This is an optimization exercise on Yosys and OpenROAD, whose aim is small area, not a production implementation.
At most, simulation tests tie the RTL to the original design; equivalence was not proved.

==> run a <==
Design sobel_accel, start of the top module:
module sobel_accel(
        input   wire    [ 2:0]   addr,
        output  wire    [31:0]   rdata,
        input   wire    [31:0]   wdata,
        input   wire             cs,
        input   wire             read,
        input   wire             write,
        input   wire             clk,
        input   wire             rst
);
==> module FIN, before the edit <==
module FIN (input wire [10:0] pn, qn, output wire [7:0] out);
    wire [10:0] up = ~pn;
    wire [10:0] uq = ~qn;
    wire satp = (up >= 11'd1408) | (up <= 11'd1152);
    wire satq = (uq >= 11'd1408) | (uq <= 11'd1152);
    wire [6:0] ap = up[8] ? up[6:0] : -up[6:0];
    wire [6:0] aq = uq[8] ? uq[6:0] : -uq[6:0];
    wire [6:0] mx = (ap > aq) ? ap : aq;
    assign out = (satp | satq) ? 8'hff : {mx, 1'b0};
endmodule
==> module sobel_accel, before the edit <==
module sobel_accel(
        input   wire    [ 2:0]   addr,
        output  wire    [31:0]   rdata,
        input   wire    [31:0]   wdata,
        input   wire             cs,
        input   wire             read,
        input   wire             write,
        input   wire             clk,
        input   wire             rst
);
    reg [31:0] data0, data1, data2, data3, data4, data5;
    always @(posedge clk)
        if (cs & write)
            case (addr)
                3'd0: data0 <= wdata;
                3'd1: data1 <= wdata;
                3'd2: data2 <= wdata;
                3'd3: data3 <= wdata;
                3'd4: data4 <= wdata;
                3'd5: data5 <= wdata;
            endcase
    reg [2:0] ra;
    always @(posedge clk) ra <= addr;
    wire hi_ab = (ra == 3'd7);
    wire hi_cd = ra[2] & (ra[0] | ~ra[1]);       
    wire [31:0] ra_n = ~(hi_ab ? data2 : data0);
    wire [31:0] rb_n = ~(hi_ab ? data3 : data1);
    wire [31:0] rc_ = hi_cd ? data4 : data2;
    wire [31:0] rd_ = hi_cd ? data5 : data3;
    wire [7:0] s00, s01, s10, s11;
    SOBEL  U0 (.t(ra_n), .m(rb_n), .b(rc_), .out0(s00), .out1(s01));
    SOBELX U1 (.t(rb_n), .m(rc_),  .b(rd_), .out0(s10), .out1(s11));
    wire [31:0] res = {s00, s01, s10, s11};
    wire [31:0] rd_next = (ra[2] & ra[1]) ? res :
                          ra[0] ? ((ra[2] | ra[1]) ? rd_ : ~rb_n)
                                : ((ra[2] | ra[1]) ? rc_ : ~ra_n);
    assign rdata = rd_next;
endmodule
clock: 9.0 ns
lec_check: 0
cap_margin: 20
core_margin: 2
core_utilization: 40
slew_margin: 20
synth_hierarchical: 1
run.sh (not shown) runs the stock make flow with config.mk's settings and CLKGATE_MAP_FILE= SYNTH_SCRIPT=/design/flow/synth_recipe.tcl, a recipe that flattens the netlist after the stock synthesis.
==> inputs of run b, as changes to run a <==
--- a/flow/design.v
+++ b/flow/design.v
@@ -51,11 +51,70 @@
 endmodule
+module MAJ(input wire a, b, c, output wire y);
+    assign y = (a & b) | (a & c) | (b & c);
+endmodule
+module AND2(input wire a, b, output wire y);
+    assign y = a & b;
+endmodule
 module FIN (input wire [10:0] pn, qn, output wire [7:0] out);
-    wire [10:0] up = ~pn;
-    wire [10:0] uq = ~qn;
-    wire satp = (up >= 11'd1408) | (up <= 11'd1152);
-    wire satq = (uq >= 11'd1408) | (uq <= 11'd1152);
-    wire [6:0] ap = up[8] ? up[6:0] : -up[6:0];
-    wire [6:0] aq = uq[8] ? uq[6:0] : -uq[6:0];
-    wire [6:0] mx = (ap > aq) ? ap : aq;
-    assign out = (satp | satq) ? 8'hff : {mx, 1'b0};
+    wire [6:0] up = pn[6:0], uq = qn[6:0];
+    wire np = pn[8], nq = qn[8];
+    wire [7:1] c, d;
+    assign c[1] = uq[0] | ~up[0];
+    assign d[1] = uq[0] | up[0];
+    wire [6:1] ap1, aq1;
+    assign ap1[1] = up[0];
+    assign aq1[1] = uq[0];
+    genvar i;
+    generate for (i = 1; i < 7; i = i + 1) begin : ch
+        MAJ mc (.a(uq[i]), .b(~up[i]), .c(c[i]), .y(c[i+1]));
+        MAJ md (.a(uq[i]), .b(up[i]), .c(d[i]), .y(d[i+1]));
+    end endgenerate
+    generate for (i = 1; i < 6; i = i + 1) begin : ac
+        AND2 ap (.a(ap1[i]), .b(up[i]), .y(ap1[i+1]));
+        AND2 aq (.a(aq1[i]), .b(uq[i]), .y(aq1[i+1]));
+    end endgenerate
+    wire [6:0] mp, mq;
+    assign mp[0] = ~up[0];
+    assign mq[0] = ~uq[0];
+    generate for (i = 1; i < 7; i = i + 1) begin : mb
+        assign mp[i] = ~(up[i] ^ (np & ~ap1[i]));
+        assign mq[i] = ~(uq[i] ^ (nq & ~aq1[i]));
+    end endgenerate
+    wire selp = np ^ ((np ^ nq) ? ~d[7] : c[7]);
+    wire [6:0] m = selp ? mp : mq;
+    wire lop = &up;
+    wire loq = &uq;
+    wire satp = (~pn[10] & (~pn[9] | (~pn[8] & ~pn[7]))) | pn[10] | (pn[9] & pn[8] & (pn[7] | lop));
+    wire satq = (~qn[10] & (~qn[9] | (~qn[8] & ~qn[7]))) | qn[10] | (qn[9] & qn[8] & (qn[7] | loq));
+    wire sat = satp | satq;
+    assign out = {m | {7{sat}}, sat};
+endmodule
+module MUXI1(input wire s, a, b, output wire y);
+    assign y = ~(s ? b : a);
+endmodule
+module MUX1(input wire s, a, b, output wire y);
+    assign y = s ? b : a;
+endmodule
+module OMUX1(input wire an, bn, c, d, r, sa, sb, sc, sd, sr, output wire y);
+    assign y = (~an & sa) | (~bn & sb) | (c & sc) | (d & sd) | (r & sr);
+endmodule
+module MUXI32(input wire s, input wire [31:0] a, b, output wire [31:0] y);
+    genvar i;
+    generate for (i = 0; i < 32; i = i + 1) begin : g
+        MUXI1 m (.s(s), .a(a[i]), .b(b[i]), .y(y[i]));
+    end endgenerate
+endmodule
+module MUX32(input wire s, input wire [31:0] a, b, output wire [31:0] y);
+    genvar i;
+    generate for (i = 0; i < 32; i = i + 1) begin : g
+        MUX1 m (.s(s), .a(a[i]), .b(b[i]), .y(y[i]));
+    end endgenerate
+endmodule
+module OMUX32(input wire [31:0] an, bn, c, d, r, input wire sa, sb, sc, sd, sr,
+              output wire [31:0] y);
+    genvar i;
+    generate for (i = 0; i < 32; i = i + 1) begin : g
+        OMUX1 m (.an(an[i]), .bn(bn[i]), .c(c[i]), .d(d[i]), .r(r[i]),
+                 .sa(sa), .sb(sb), .sc(sc), .sd(sd), .sr(sr), .y(y[i]));
+    end endgenerate
 endmodule
@@ -129,3 +188,3 @@
         input   wire    [ 2:0]   addr,
-        output  wire    [31:0]   rdata,
+        output  reg     [31:0]   rdata,
         input   wire    [31:0]   wdata,
@@ -148,10 +207,9 @@
             endcase
-    reg [2:0] ra;
-    always @(posedge clk) ra <= addr;
-    wire hi_ab = (ra == 3'd7);
-    wire hi_cd = ra[2] & (ra[0] | ~ra[1]);       
-    wire [31:0] ra_n = ~(hi_ab ? data2 : data0);
-    wire [31:0] rb_n = ~(hi_ab ? data3 : data1);
-    wire [31:0] rc_ = hi_cd ? data4 : data2;
-    wire [31:0] rd_ = hi_cd ? data5 : data3;
+    wire [2:0] ra = addr;
+    wire h = ra[2] & (ra[0] | ~ra[1]);
+    wire [31:0] ra_n, rb_n, rc_, rd_;
+    MUXI32 ma (.s(h), .a(data0), .b(data2), .y(ra_n));
+    MUXI32 mb (.s(h), .a(data1), .b(data3), .y(rb_n));
+    MUX32  mc (.s(h), .a(data2), .b(data4), .y(rc_));
+    MUX32  md (.s(h), .a(data3), .b(data5), .y(rd_));
     wire [7:0] s00, s01, s10, s11;
@@ -160,6 +218,11 @@
     wire [31:0] res = {s00, s01, s10, s11};
-    wire [31:0] rd_next = (ra[2] & ra[1]) ? res :
-                          ra[0] ? ((ra[2] | ra[1]) ? rd_ : ~rb_n)
-                                : ((ra[2] | ra[1]) ? rc_ : ~ra_n);
-    assign rdata = rd_next;
-endmodule
+    wire sa = ~ra[2] & ~ra[1] & ~ra[0];
+    wire sb = ~ra[2] & ~ra[1] & ra[0];
+    wire ss = ra[2] & ra[1];
+    wire sc = (ra[2] ^ ra[1]) & ~ra[0];    
+    wire sd = (ra[2] ^ ra[1]) & ra[0];     
+    wire [31:0] rd_next;
+    OMUX32 mo (.an(ra_n), .bn(rb_n), .c(rc_), .d(rd_), .r(res),
+               .sa(sa), .sb(sb), .sc(sc), .sd(sd), .sr(ss), .y(rd_next));
+    always @(posedge clk) rdata <= rd_next;
+endmodule
==> flow/flow/run.sh (new file) <==
#!/bin/bash
# Layout flow: the standard flow (standard.sh), with the standard
# synthesis unchanged and two changes after it:
#  - before floorplanning, every combinational cell that synthesis gave a
#    drive strength above 1 starts at its smallest size (downsize.tcl); the
#    resizer's later timing and design repairs size up again where needed;
#    the buffers synthesis inserted are removed (REMOVE_ABC_BUFFERS);
#  - the port buffers are buf_1 cells.
# Each tool's output goes to a log file of its own in this folder.
set -euo pipefail
here=$(pwd)
bash standard.sh synth > synth.log 2>&1
bash standard.sh PRE_FLOORPLAN_TCL="$here/flow/downsize.tcl" REMOVE_ABC_BUFFERS=1 \
    "BUFFER_PORTS_ARGS=-buffer_cell sky130_fd_sc_hd__buf_1" finish > layout.log 2>&1
==> flow/flow/downsize.tcl (new file) <==
# Sourced by ORFS's floorplan.tcl (PRE_FLOORPLAN_TCL) right after the
# synthesised netlist is loaded: swap each combinational cell above drive
# strength 1 for the same function at the smallest drive strength.
set db [ord::get_db]
set block [ord::get_db_block]
set n 0
foreach inst [$block getInsts] {
  set name [[$inst getMaster] getName]
  if {![regexp {^(sky130_fd_sc_hd__[a-z0-9]+)_([0-9]+)$} $name -> base drive]} { continue }
  if {$drive <= 1} { continue }
  if {[regexp {__(df|edf|sdf|dl|sedf|ha|fa)} $base]} { continue }
  foreach d {1 0} {
    set m [$db findMaster ${base}_$d]
    if {$m ne "NULL" && $m ne ""} {
      $inst swapMaster $m
      incr n
      break
    }
  }
}
puts "downsize.tcl: $n cells set to their smallest drive strength"
==> flow/standard.sh (new file) <==
#!/bin/bash
# synth_recipe.tcl (not shown) runs the flow's synth.tcl, then flattens the netlist and writes it again
# the make line also repeats each setting of config.mk as NAME=value (left out here)
make -C /OpenROAD-flow-scripts/flow DESIGN_CONFIG=/design/flow/config.mk WORK_HOME=/design/flow/orfs CLKGATE_MAP_FILE= SYNTH_SCRIPT=/design/flow/synth_recipe.tcl "${@:-finish}"
--- a/flow/config.mk
+++ b/flow/config.mk
@@ -10,2 +10,3 @@
 export CORE_UTILIZATION = 40
+export GPL_TIMING_DRIVEN = 0
 export SLEW_MARGIN = 20
removed: flow/run.sh
==> notes.md <==
|  | run b | run a |
|---|---|---|
| Outcome | no timing/DRC/antenna violations | finished with violations |
| Layout check failures | - | setup timing |
| First-pass GRT wire length | 67700 um | 78900 um |
| Post-CTS setup buffer count | 20 | 46 |
| Worst setup path category | in2reg | reg2out |
| Non-Filler Instances | 1970 | 2128 |
| Clock buffer count | 33 | 18 |
| Worst hold-check slack | 0.684 ns | 1.88 ns |
| Width of the die | 209 um | 211 um |
| Slowest Stage Delay on Critical Path | 0.53 ns | 0.49 ns |
| Buffer depth of the longest clock path | 3 | 2 |
| All-Layer GR Usage | 20.6% | 24.9% |
| Total wire length | 44400 um | 53000 um |
| Largest net degree at the start of global routing | 29 | 44 |
| Multi-input gate area in the final layout | 0.0104 mm2 | 0.0121 mm2 |
| Worst-case hold path end point | rdata[24] | ra[1] |
Only the layout flow was run in run a; the RTL was not checked for function there.

* * *

==> run H <==
==> flow/design.v <==
module FA(input wire a, b, c, output wire s, co);
    assign s = a ^ b ^ c;
    assign co = (a & b) | (a & c) | (b & c);
endmodule
module HA(input wire a, b, output wire s, co);
    assign s = a ^ b;
    assign co = a & b;
endmodule
module XNOR2(input wire a, b, output wire y);
    assign y = ~(a ^ b);
endmodule
module OR2(input wire a, b, output wire y);
    assign y = a | b;
endmodule
module ADD8 #(parameter CI = 0) (input wire [7:0] x, y, output wire [8:0] s);
    wire [7:1] c;
    generate
        if (CI) begin : g1
            XNOR2 hs (.a(x[0]), .b(y[0]), .y(s[0]));
            OR2   hc (.a(x[0]), .b(y[0]), .y(c[1]));
        end else begin : g0
            HA h (.a(x[0]), .b(y[0]), .s(s[0]), .co(c[1]));
        end
    endgenerate
    genvar i;
    generate
        for (i = 1; i < 7; i = i + 1) begin : f
            FA a (.a(x[i]), .b(y[i]), .c(c[i]), .s(s[i]), .co(c[i+1]));
        end
    endgenerate
    FA a7 (.a(x[7]), .b(y[7]), .c(c[7]), .s(s[7]), .co(s[8]));
endmodule
module ADD3 (input wire [8:0] x, y, z, output wire [10:0] u);
    wire [8:1] s;
    wire [8:0] c;
    wire [9:2] k;
    FA a0 (.a(x[0]), .b(y[0]), .c(z[0]), .s(u[0]), .co(c[0]));
    genvar i;
    generate
        for (i = 1; i < 9; i = i + 1) begin : csa
            FA a (.a(x[i]), .b(y[i]), .c(z[i]), .s(s[i]), .co(c[i]));
        end
    endgenerate
    HA h1 (.a(s[1]), .b(c[0]), .s(u[1]), .co(k[2]));
    generate
        for (i = 2; i < 9; i = i + 1) begin : cpa
            FA a (.a(s[i]), .b(c[i-1]), .c(k[i]), .s(u[i]), .co(k[i+1]));
        end
    endgenerate
    HA h9 (.a(c[8]), .b(k[9]), .s(u[9]), .co(u[10]));
endmodule
module MAJ(input wire a, b, c, output wire y);
    assign y = (a & b) | (a & c) | (b & c);
endmodule
module AND2(input wire a, b, output wire y);
    assign y = a & b;
endmodule
module FIN (input wire [10:0] pn, qn, output wire [7:0] out);
    wire [6:0] up = pn[6:0], uq = qn[6:0];    
    wire np = pn[8], nq = qn[8];              
    wire [7:1] c, d;
    assign c[1] = uq[0] | ~up[0];
    assign d[1] = uq[0] | up[0];
    genvar i;
    generate for (i = 1; i < 7; i = i + 1) begin : ch
        MAJ mc (.a(uq[i]), .b(~up[i]), .c(c[i]), .y(c[i+1]));
        MAJ md (.a(uq[i]), .b(up[i]), .c(d[i]), .y(d[i+1]));
    end endgenerate
    wire selp = np ^ ((np ^ nq) ? ~d[7] : c[7]);
    wire [6:0] ws = selp ? up : uq;
    wire ns = selp ? np : nq;
    wire [6:1] a;
    assign a[1] = ws[0];
    generate for (i = 1; i < 6; i = i + 1) begin : ac
        AND2 ua (.a(a[i]), .b(ws[i]), .y(a[i+1]));
    end endgenerate
    wire [6:0] m;
    assign m[0] = ~ws[0];
    generate for (i = 1; i < 7; i = i + 1) begin : mb
        assign m[i] = ~(ws[i] ^ (ns & ~a[i]));
    end endgenerate
    wire lop = &up;
    wire loq = &uq;
    wire satp = (~pn[10] & (~pn[9] | (~pn[8] & ~pn[7]))) | pn[10] | (pn[9] & pn[8] & (pn[7] | lop));
    wire satq = (~qn[10] & (~qn[9] | (~qn[8] & ~qn[7]))) | qn[10] | (qn[9] & qn[8] & (qn[7] | loq));
    wire sat = satp | satq;
    assign out = {m | {7{sat}}, sat};
endmodule
module MUXI1(input wire s, a, b, output wire y);
    assign y = ~(s ? b : a);
endmodule
module MUX1(input wire s, a, b, output wire y);
    assign y = s ? b : a;
endmodule
module OMUX1(input wire an, bn, c, d, r, sa, sb, sc, sd, sr, output wire y);
    assign y = (~an & sa) | (~bn & sb) | (c & sc) | (d & sd) | (r & sr);
endmodule
module MUXI32(input wire s, input wire [31:0] a, b, output wire [31:0] y);
    genvar i;
    generate for (i = 0; i < 32; i = i + 1) begin : g
        MUXI1 m (.s(s), .a(a[i]), .b(b[i]), .y(y[i]));
    end endgenerate
endmodule
module MUX32(input wire s, input wire [31:0] a, b, output wire [31:0] y);
    genvar i;
    generate for (i = 0; i < 32; i = i + 1) begin : g
        MUX1 m (.s(s), .a(a[i]), .b(b[i]), .y(y[i]));
    end endgenerate
endmodule
module OMUX32(input wire [31:0] an, bn, c, d, r, input wire sa, sb, sc, sd, sr,
              output wire [31:0] y);
    genvar i;
    generate for (i = 0; i < 32; i = i + 1) begin : g
        OMUX1 m (.an(an[i]), .bn(bn[i]), .c(c[i]), .d(d[i]), .r(r[i]),
                 .sa(sa), .sb(sb), .sc(sc), .sd(sd), .sr(sr), .y(y[i]));
    end endgenerate
endmodule
module SOBEL (input wire [31:0] t, m, b, output wire [7:0] out0, out1);
    wire [7:0] t0 = t[31:24];
    wire [7:0] t1 = t[23:16];
    wire [7:0] t2 = t[15:8];
    wire [7:0] t3 = t[7:0];
    wire [7:0] b0 = b[31:24];
    wire [7:0] b1 = b[23:16];
    wire [7:0] b2 = b[15:8];
    wire [7:0] b3 = b[7:0];
    wire [7:0] mh2 = m[15:8], mh3 = m[7:0];
    wire [7:0] ml0 = ~m[31:24], ml1 = ~m[23:16];
    wire [8:0] dd0, ad0;
    ADD8 #(.CI(1)) udd0 (.x(t1), .y(b0), .s(dd0));
    ADD8 #(.CI(0)) uad0 (.x(t0), .y(b1), .s(ad0));
    wire [8:0] dd1, ad1;
    ADD8 #(.CI(1)) udd1 (.x(t2), .y(b1), .s(dd1));
    ADD8 #(.CI(1)) uad1 (.x(t1), .y(b2), .s(ad1));
    wire [8:0] dd2, ad2;
    ADD8 #(.CI(1)) udd2 (.x(t3), .y(b2), .s(dd2));
    ADD8 #(.CI(0)) uad2 (.x(t2), .y(b3), .s(ad2));
    wire [8:0] e0;
    ADD8 #(.CI(0)) ue0 (.x(mh2), .y(ml0), .s(e0));
    wire [8:0] e1;
    ADD8 #(.CI(0)) ue1 (.x(mh3), .y(ml1), .s(e1));
    wire [10:0] up0, uq0;
    ADD3 usp0 (.x(dd0), .y(dd1), .z(e0), .u(up0));
    ADD3 usq0 (.x(ad0), .y(ad1), .z(~e0), .u(uq0));
    FIN uf0 (.pn(up0), .qn(uq0), .out(out0));
    wire [10:0] up1, uq1;
    ADD3 usp1 (.x(dd1), .y(dd2), .z(e1), .u(up1));
    ADD3 usq1 (.x(ad1), .y(ad2), .z(~e1), .u(uq1));
    FIN uf1 (.pn(up1), .qn(uq1), .out(out1));
endmodule
module SOBELX (input wire [31:0] t, m, b, output wire [7:0] out0, out1);
    wire [7:0] t0 = t[31:24];
    wire [7:0] t1 = t[23:16];
    wire [7:0] t2 = t[15:8];
    wire [7:0] t3 = t[7:0];
    wire [7:0] b0 = b[31:24];
    wire [7:0] b1 = b[23:16];
    wire [7:0] b2 = b[15:8];
    wire [7:0] b3 = b[7:0];
    wire [7:0] mh2 = ~m[15:8], mh3 = ~m[7:0];
    wire [7:0] ml0 = m[31:24], ml1 = m[23:16];
    wire [8:0] dd0, ad0;
    ADD8 #(.CI(1)) udd0 (.x(t1), .y(b0), .s(dd0));
    ADD8 #(.CI(0)) uad0 (.x(t0), .y(b1), .s(ad0));
    wire [8:0] dd1, ad1;
    ADD8 #(.CI(1)) udd1 (.x(t2), .y(b1), .s(dd1));
    ADD8 #(.CI(1)) uad1 (.x(t1), .y(b2), .s(ad1));
    wire [8:0] dd2, ad2;
    ADD8 #(.CI(1)) udd2 (.x(t3), .y(b2), .s(dd2));
    ADD8 #(.CI(0)) uad2 (.x(t2), .y(b3), .s(ad2));
    wire [8:0] e0;
    ADD8 #(.CI(0)) ue0 (.x(mh2), .y(ml0), .s(e0));
    wire [8:0] e1;
    ADD8 #(.CI(0)) ue1 (.x(mh3), .y(ml1), .s(e1));
    wire [10:0] up0, uq0;
    ADD3 usp0 (.x(dd0), .y(dd1), .z(e0), .u(up0));
    ADD3 usq0 (.x(ad0), .y(ad1), .z(~e0), .u(uq0));
    FIN uf0 (.pn(up0), .qn(uq0), .out(out0));
    wire [10:0] up1, uq1;
    ADD3 usp1 (.x(dd1), .y(dd2), .z(e1), .u(up1));
    ADD3 usq1 (.x(ad1), .y(ad2), .z(~e1), .u(uq1));
    FIN uf1 (.pn(up1), .qn(uq1), .out(out1));
endmodule
module sobel_accel(
        input   wire    [ 2:0]   addr,
        output  reg     [31:0]   rdata,
        input   wire    [31:0]   wdata,
        input   wire             cs,
        input   wire             read,
        input   wire             write,
        input   wire             clk,
        input   wire             rst
);
    reg [31:0] data0, data1, data2, data3, data4, data5;
    always @(posedge clk)
        if (cs & write)
            case (addr)
                3'd0: data0 <= wdata;
                3'd1: data1 <= wdata;
                3'd2: data2 <= wdata;
                3'd3: data3 <= wdata;
                3'd4: data4 <= wdata;
                3'd5: data5 <= wdata;
            endcase
    wire [2:0] ra = addr;
    wire h = ra[2] & (ra[0] | ~ra[1]);
    wire [31:0] ra_n, rb_n, rc_, rd_;
    MUXI32 ma (.s(h), .a(data0), .b(data2), .y(ra_n));
    MUXI32 mb (.s(h), .a(data1), .b(data3), .y(rb_n));
    MUX32  mc (.s(h), .a(data2), .b(data4), .y(rc_));
    MUX32  md (.s(h), .a(data3), .b(data5), .y(rd_));
    wire [7:0] s00, s01, s10, s11;
    SOBEL  U0 (.t(ra_n), .m(rb_n), .b(rc_), .out0(s00), .out1(s01));
    SOBELX U1 (.t(rb_n), .m(rc_),  .b(rd_), .out0(s10), .out1(s11));
    wire [31:0] res = {s00, s01, s10, s11};
    wire sa = ~ra[2] & ~ra[1] & ~ra[0];
    wire sb = ~ra[2] & ~ra[1] & ra[0];
    wire ss = ra[2] & ra[1];
    wire sc = (ra[2] ^ ra[1]) & ~ra[0];    
    wire sd = (ra[2] ^ ra[1]) & ra[0];     
    wire [31:0] rd_next;
    OMUX32 mo (.an(ra_n), .bn(rb_n), .c(rc_), .d(rd_), .r(res),
               .sa(sa), .sb(sb), .sc(sc), .sd(sd), .sr(ss), .y(rd_next));
    always @(posedge clk) rdata <= rd_next;
endmodule
==> flow/run.sh <==
#!/bin/bash
# synth_recipe.tcl (not shown) runs the flow's synth.tcl, then flattens the netlist and writes it again
# the make line also repeats each setting of config.mk as NAME=value (left out here)
make -C /OpenROAD-flow-scripts/flow DESIGN_CONFIG=/design/flow/config.mk WORK_HOME=/design/flow/orfs CLKGATE_MAP_FILE= SYNTH_SCRIPT=/design/flow/synth_recipe.tcl finish
==> flow/config.mk <==
export PLATFORM = sky130hd
export DESIGN_NAME = sobel_accel
export DESIGN_NICKNAME = sobel_accel
export VERILOG_FILES = /design/flow/design.v
export SDC_FILE = /design/flow/constraint.sdc
export NUM_CORES = 4
export LEC_CHECK = 0
export CAP_MARGIN = 20
export CORE_MARGIN = 2
export CORE_UTILIZATION = 50
export GPL_TIMING_DRIVEN = 0
export SLEW_MARGIN = 20
export SYNTH_HIERARCHICAL = 1
==> flow/constraint.sdc <==
create_clock -name core_clock -period 9.0 [get_ports {clk}]
set_input_delay 1.8000 -clock core_clock [delete_from_list [all_inputs] [get_ports {clk}]]
set_output_delay 1.8000 -clock core_clock [all_outputs]
set_load 0.01 [all_outputs]
==> inputs of run K, as changes to run H <==
--- a/flow/design.v
+++ b/flow/design.v
@@ -56,10 +56,13 @@
     assign y = a & b;
 endmodule
-module FIN (input wire [10:0] pn, qn, output wire [7:0] out);
-    wire [6:0] up = pn[6:0], uq = qn[6:0];    
-    wire np = pn[8], nq = qn[8];              
+module FIN (input wire [10:0] pn, qn, output wire [6:0] m, output wire sat);
+    wire [6:0] up = pn[6:0], uq = qn[6:0];
+    wire np = pn[8], nq = qn[8];
     wire [7:1] c, d;
     assign c[1] = uq[0] | ~up[0];
     assign d[1] = uq[0] | up[0];
+    wire [6:1] ap1, aq1;
+    assign ap1[1] = up[0];
+    assign aq1[1] = uq[0];
     genvar i;
     generate for (i = 1; i < 7; i = i + 1) begin : ch
@@ -67,23 +70,22 @@
         MAJ md (.a(uq[i]), .b(up[i]), .c(d[i]), .y(d[i+1]));
     end endgenerate
+    generate for (i = 1; i < 6; i = i + 1) begin : ac
+        AND2 ap (.a(ap1[i]), .b(up[i]), .y(ap1[i+1]));
+        AND2 aq (.a(aq1[i]), .b(uq[i]), .y(aq1[i+1]));
+    end endgenerate
+    wire [6:0] mp, mq;
+    assign mp[0] = ~up[0];
+    assign mq[0] = ~uq[0];
+    generate for (i = 1; i < 7; i = i + 1) begin : mb
+        assign mp[i] = ~(up[i] ^ (np & ~ap1[i]));
+        assign mq[i] = ~(uq[i] ^ (nq & ~aq1[i]));
+    end endgenerate
     wire selp = np ^ ((np ^ nq) ? ~d[7] : c[7]);
-    wire [6:0] ws = selp ? up : uq;
-    wire ns = selp ? np : nq;
-    wire [6:1] a;
-    assign a[1] = ws[0];
-    generate for (i = 1; i < 6; i = i + 1) begin : ac
-        AND2 ua (.a(a[i]), .b(ws[i]), .y(a[i+1]));
-    end endgenerate
-    wire [6:0] m;
-    assign m[0] = ~ws[0];
-    generate for (i = 1; i < 7; i = i + 1) begin : mb
-        assign m[i] = ~(ws[i] ^ (ns & ~a[i]));
-    end endgenerate
+    assign m = selp ? mp : mq;
     wire lop = &up;
     wire loq = &uq;
     wire satp = (~pn[10] & (~pn[9] | (~pn[8] & ~pn[7]))) | pn[10] | (pn[9] & pn[8] & (pn[7] | lop));
     wire satq = (~qn[10] & (~qn[9] | (~qn[8] & ~qn[7]))) | qn[10] | (qn[9] & qn[8] & (qn[7] | loq));
-    wire sat = satp | satq;
-    assign out = {m | {7{sat}}, sat};
+    assign sat = satp | satq;
 endmodule
 module MUXI1(input wire s, a, b, output wire y);
@@ -93,6 +95,18 @@
     assign y = s ? b : a;
 endmodule
-module OMUX1(input wire an, bn, c, d, r, sa, sb, sc, sd, sr, output wire y);
-    assign y = (~an & sa) | (~bn & sb) | (c & sc) | (d & sd) | (r & sr);
+module O22AI(input wire a1, a2, b1, b2, output wire y);
+    assign y = ~((a1 | a2) & (b1 | b2));
+endmodule
+module A222OI(input wire a1, a2, b1, b2, c1, c2, output wire y);
+    assign y = ~((a1 & a2) | (b1 & b2) | (c1 & c2));
+endmodule
+module NAND3B(input wire an, b, c, output wire y);
+    assign y = ~(~an & b & c);
+endmodule
+module OMUX1(input wire an, bn, c, d, r, nsa, nsb, sc, sd, sr, ns, output wire y);
+    wire y1, y2;
+    O22AI  g1 (.a1(an), .a2(nsa), .b1(bn), .b2(nsb), .y(y1));
+    A222OI g2 (.a1(c), .a2(sc), .b1(d), .b2(sd), .c1(r), .c2(sr), .y(y2));
+    NAND3B g3 (.an(y1), .b(y2), .c(ns), .y(y));
 endmodule
 module MUXI32(input wire s, input wire [31:0] a, b, output wire [31:0] y);
@@ -108,13 +122,13 @@
     end endgenerate
 endmodule
-module OMUX32(input wire [31:0] an, bn, c, d, r, input wire sa, sb, sc, sd, sr,
-              output wire [31:0] y);
+module OMUX32(input wire [31:0] an, bn, c, d, r, input wire nsa, nsb, sc, sd, sr,
+              input wire [3:0] ns, output wire [31:0] y);
     genvar i;
     generate for (i = 0; i < 32; i = i + 1) begin : g
         OMUX1 m (.an(an[i]), .bn(bn[i]), .c(c[i]), .d(d[i]), .r(r[i]),
-                 .sa(sa), .sb(sb), .sc(sc), .sd(sd), .sr(sr), .y(y[i]));
-    end endgenerate
-endmodule
-module SOBEL (input wire [31:0] t, m, b, output wire [7:0] out0, out1);
+                 .nsa(nsa), .nsb(nsb), .sc(sc), .sd(sd), .sr(sr), .ns(ns[i/8]), .y(y[i]));
+    end endgenerate
+endmodule
+module SOBEL (input wire [31:0] t, m, b, output wire [6:0] m0, m1, output wire sat0, sat1);
     wire [7:0] t0 = t[31:24];
     wire [7:0] t1 = t[23:16];
@@ -143,11 +157,11 @@
     ADD3 usp0 (.x(dd0), .y(dd1), .z(e0), .u(up0));
     ADD3 usq0 (.x(ad0), .y(ad1), .z(~e0), .u(uq0));
-    FIN uf0 (.pn(up0), .qn(uq0), .out(out0));
+    FIN uf0 (.pn(up0), .qn(uq0), .m(m0), .sat(sat0));
     wire [10:0] up1, uq1;
     ADD3 usp1 (.x(dd1), .y(dd2), .z(e1), .u(up1));
     ADD3 usq1 (.x(ad1), .y(ad2), .z(~e1), .u(uq1));
-    FIN uf1 (.pn(up1), .qn(uq1), .out(out1));
-endmodule
-module SOBELX (input wire [31:0] t, m, b, output wire [7:0] out0, out1);
+    FIN uf1 (.pn(up1), .qn(uq1), .m(m1), .sat(sat1));
+endmodule
+module SOBELX (input wire [31:0] t, m, b, output wire [6:0] m0, m1, output wire sat0, sat1);
     wire [7:0] t0 = t[31:24];
     wire [7:0] t1 = t[23:16];
@@ -176,9 +190,9 @@
     ADD3 usp0 (.x(dd0), .y(dd1), .z(e0), .u(up0));
     ADD3 usq0 (.x(ad0), .y(ad1), .z(~e0), .u(uq0));
-    FIN uf0 (.pn(up0), .qn(uq0), .out(out0));
+    FIN uf0 (.pn(up0), .qn(uq0), .m(m0), .sat(sat0));
     wire [10:0] up1, uq1;
     ADD3 usp1 (.x(dd1), .y(dd2), .z(e1), .u(up1));
     ADD3 usq1 (.x(ad1), .y(ad2), .z(~e1), .u(uq1));
-    FIN uf1 (.pn(up1), .qn(uq1), .out(out1));
+    FIN uf1 (.pn(up1), .qn(uq1), .m(m1), .sat(sat1));
 endmodule
 module sobel_accel(
@@ -210,8 +224,9 @@
     MUX32  mc (.s(h), .a(data2), .b(data4), .y(rc_));
     MUX32  md (.s(h), .a(data3), .b(data5), .y(rd_));
-    wire [7:0] s00, s01, s10, s11;
-    SOBEL  U0 (.t(ra_n), .m(rb_n), .b(rc_), .out0(s00), .out1(s01));
-    SOBELX U1 (.t(rb_n), .m(rc_),  .b(rd_), .out0(s10), .out1(s11));
-    wire [31:0] res = {s00, s01, s10, s11};
+    wire [6:0] m00, m01, m10, m11;
+    wire t00, t01, t10, t11;                     
+    SOBEL  U0 (.t(ra_n), .m(rb_n), .b(rc_), .m0(m00), .m1(m01), .sat0(t00), .sat1(t01));
+    SOBELX U1 (.t(rb_n), .m(rc_),  .b(rd_), .m0(m10), .m1(m11), .sat0(t10), .sat1(t11));
+    wire [31:0] res = {m00, 1'b0, m01, 1'b0, m10, 1'b0, m11, 1'b0};
     wire sa = ~ra[2] & ~ra[1] & ~ra[0];
     wire sb = ~ra[2] & ~ra[1] & ra[0];
@@ -219,7 +234,8 @@
     wire sc = (ra[2] ^ ra[1]) & ~ra[0];    
     wire sd = (ra[2] ^ ra[1]) & ra[0];     
+    wire [3:0] nsat = ~({t00, t01, t10, t11} & {4{ss}});
     wire [31:0] rd_next;
     OMUX32 mo (.an(ra_n), .bn(rb_n), .c(rc_), .d(rd_), .r(res),
-               .sa(sa), .sb(sb), .sc(sc), .sd(sd), .sr(ss), .y(rd_next));
+               .nsa(~sa), .nsb(~sb), .sc(sc), .sd(sd), .sr(ss), .ns(nsat), .y(rd_next));
     always @(posedge clk) rdata <= rd_next;
 endmodule
==> flow/flow/run.sh (new file) <==
#!/bin/bash
# Layout flow: the standard flow (standard.sh), with the standard
# synthesis unchanged and two changes after it:
#  - before floorplanning, every combinational cell that synthesis gave a
#    drive strength above 1 starts at its smallest size (downsize.tcl); the
#    resizer's later timing and design repairs size up again where needed;
#    the buffers synthesis inserted are removed (REMOVE_ABC_BUFFERS);
#  - the port buffers are buf_1 cells.
# Each tool's output goes to a log file of its own in this folder.
set -euo pipefail
here=$(pwd)
bash standard.sh synth > synth.log 2>&1
bash standard.sh PRE_FLOORPLAN_TCL="$here/flow/downsize.tcl" REMOVE_ABC_BUFFERS=1 \
    "BUFFER_PORTS_ARGS=-buffer_cell sky130_fd_sc_hd__buf_1" finish > layout.log 2>&1
==> flow/flow/downsize.tcl (new file) <==
# Sourced by ORFS's floorplan.tcl (PRE_FLOORPLAN_TCL) right after the
# synthesised netlist is loaded: swap each combinational cell above drive
# strength 1 for the same function at the smallest drive strength.
set db [ord::get_db]
set block [ord::get_db_block]
set n 0
foreach inst [$block getInsts] {
  set name [[$inst getMaster] getName]
  if {![regexp {^(sky130_fd_sc_hd__[a-z0-9]+)_([0-9]+)$} $name -> base drive]} { continue }
  if {$drive <= 1} { continue }
  if {[regexp {__(df|edf|sdf|dl|sedf|ha|fa)} $base]} { continue }
  foreach d {1 0} {
    set m [$db findMaster ${base}_$d]
    if {$m ne "NULL" && $m ne ""} {
      $inst swapMaster $m
      incr n
      break
    }
  }
}
puts "downsize.tcl: $n cells set to their smallest drive strength"
==> flow/standard.sh (new file) <==
#!/bin/bash
# synth_recipe.tcl (not shown) runs the flow's synth.tcl, then flattens the netlist and writes it again
# the make line also repeats each setting of config.mk as NAME=value (left out here)
make -C /OpenROAD-flow-scripts/flow DESIGN_CONFIG=/design/flow/config.mk WORK_HOME=/design/flow/orfs CLKGATE_MAP_FILE= SYNTH_SCRIPT=/design/flow/synth_recipe.tcl "${@:-finish}"
CORE_UTILIZATION = 60   (was 50)
CTS_CLUSTER_DIAMETER = 100   (was not set)
CTS_CLUSTER_SIZE = 30   (was not set)
removed: flow/run.sh
==> qor summary <==
| item | run H | run K |
|---|---|---|
| Result of the run | failed layout checks | no timing/DRC/antenna violations |
| Layout check failures | setup timing | - |
| Setup TNS | -6.818 ns | 0 ns |
| Die W | 192.8 µm | 169.6 µm |
| First-pass GRT wire length | 74.06 mm | 64.02 mm |
| Setup fix buffers added after clock tree synthesis | 55 | 16 |
| Total setup violations reported at the end of the flow | 19 | 0 |
| Via count of the first global-routing pass | 12100 | 10560 |
| Final wirelength | 49.38 mm | 42.26 mm |
| Pin count of the biggest net entering global routing | 21 | 32 |
| Sum of routed wire segments on met1 | 22.47 mm | 17.16 mm |
| Met3 track utilization from global routing | 4.655% | 4.314% |
| Worst setup slack after layout | -0.6527 ns | 0.1684 ns |
| Met1 Resource Use GR | 40.57% | 42.29% |
| Antenna violations before repair | 1 | 0 |
| Data required time at the worst endpoint | 9.40 ns | 9.36 ns |
| Final weighted congestion in routability-driven placement | 0.9083 | 0.9245 |
Only the layout flow was run in run H; the RTL was not checked for function there.

## static timing again, ports no longer ideal
Ports are ideal in the flow. The routed layouts listed here were re-timed in OpenROAD. Step 1, drivers: a clkbuf_16 drives clk and a buf_2 each remaining input, both assumed. Step 2 moves the port delays by t, midway between the first and last clock arrival at a register: inputs arrive t later, outputs are due t later. That takes back most of the time a late clock gives input paths. Three values: ideal ports, drivers, drivers and shift; two values: the first two.
run | t, ns | slack for setup (ns) | worst slew at a driven data input, ns
run a | 0.525 | -1.419 / -1.475 / -0.950 | 0.06
run b | 0.575 | 0.153 / 0.172 / -0.403 | 0.05
run H | 0.581 | -0.653 / -0.651 / -1.232 | 0.07
run K | 0.544 | 0.168 / 0.194 / -0.350 | 0.06
Met with ideal ports but missed after step 2: setup timing in run b and run K. For run H, which loses most, drivers alone change the setup slack by +0.002 ns; drivers and shift together by -0.579 ns.
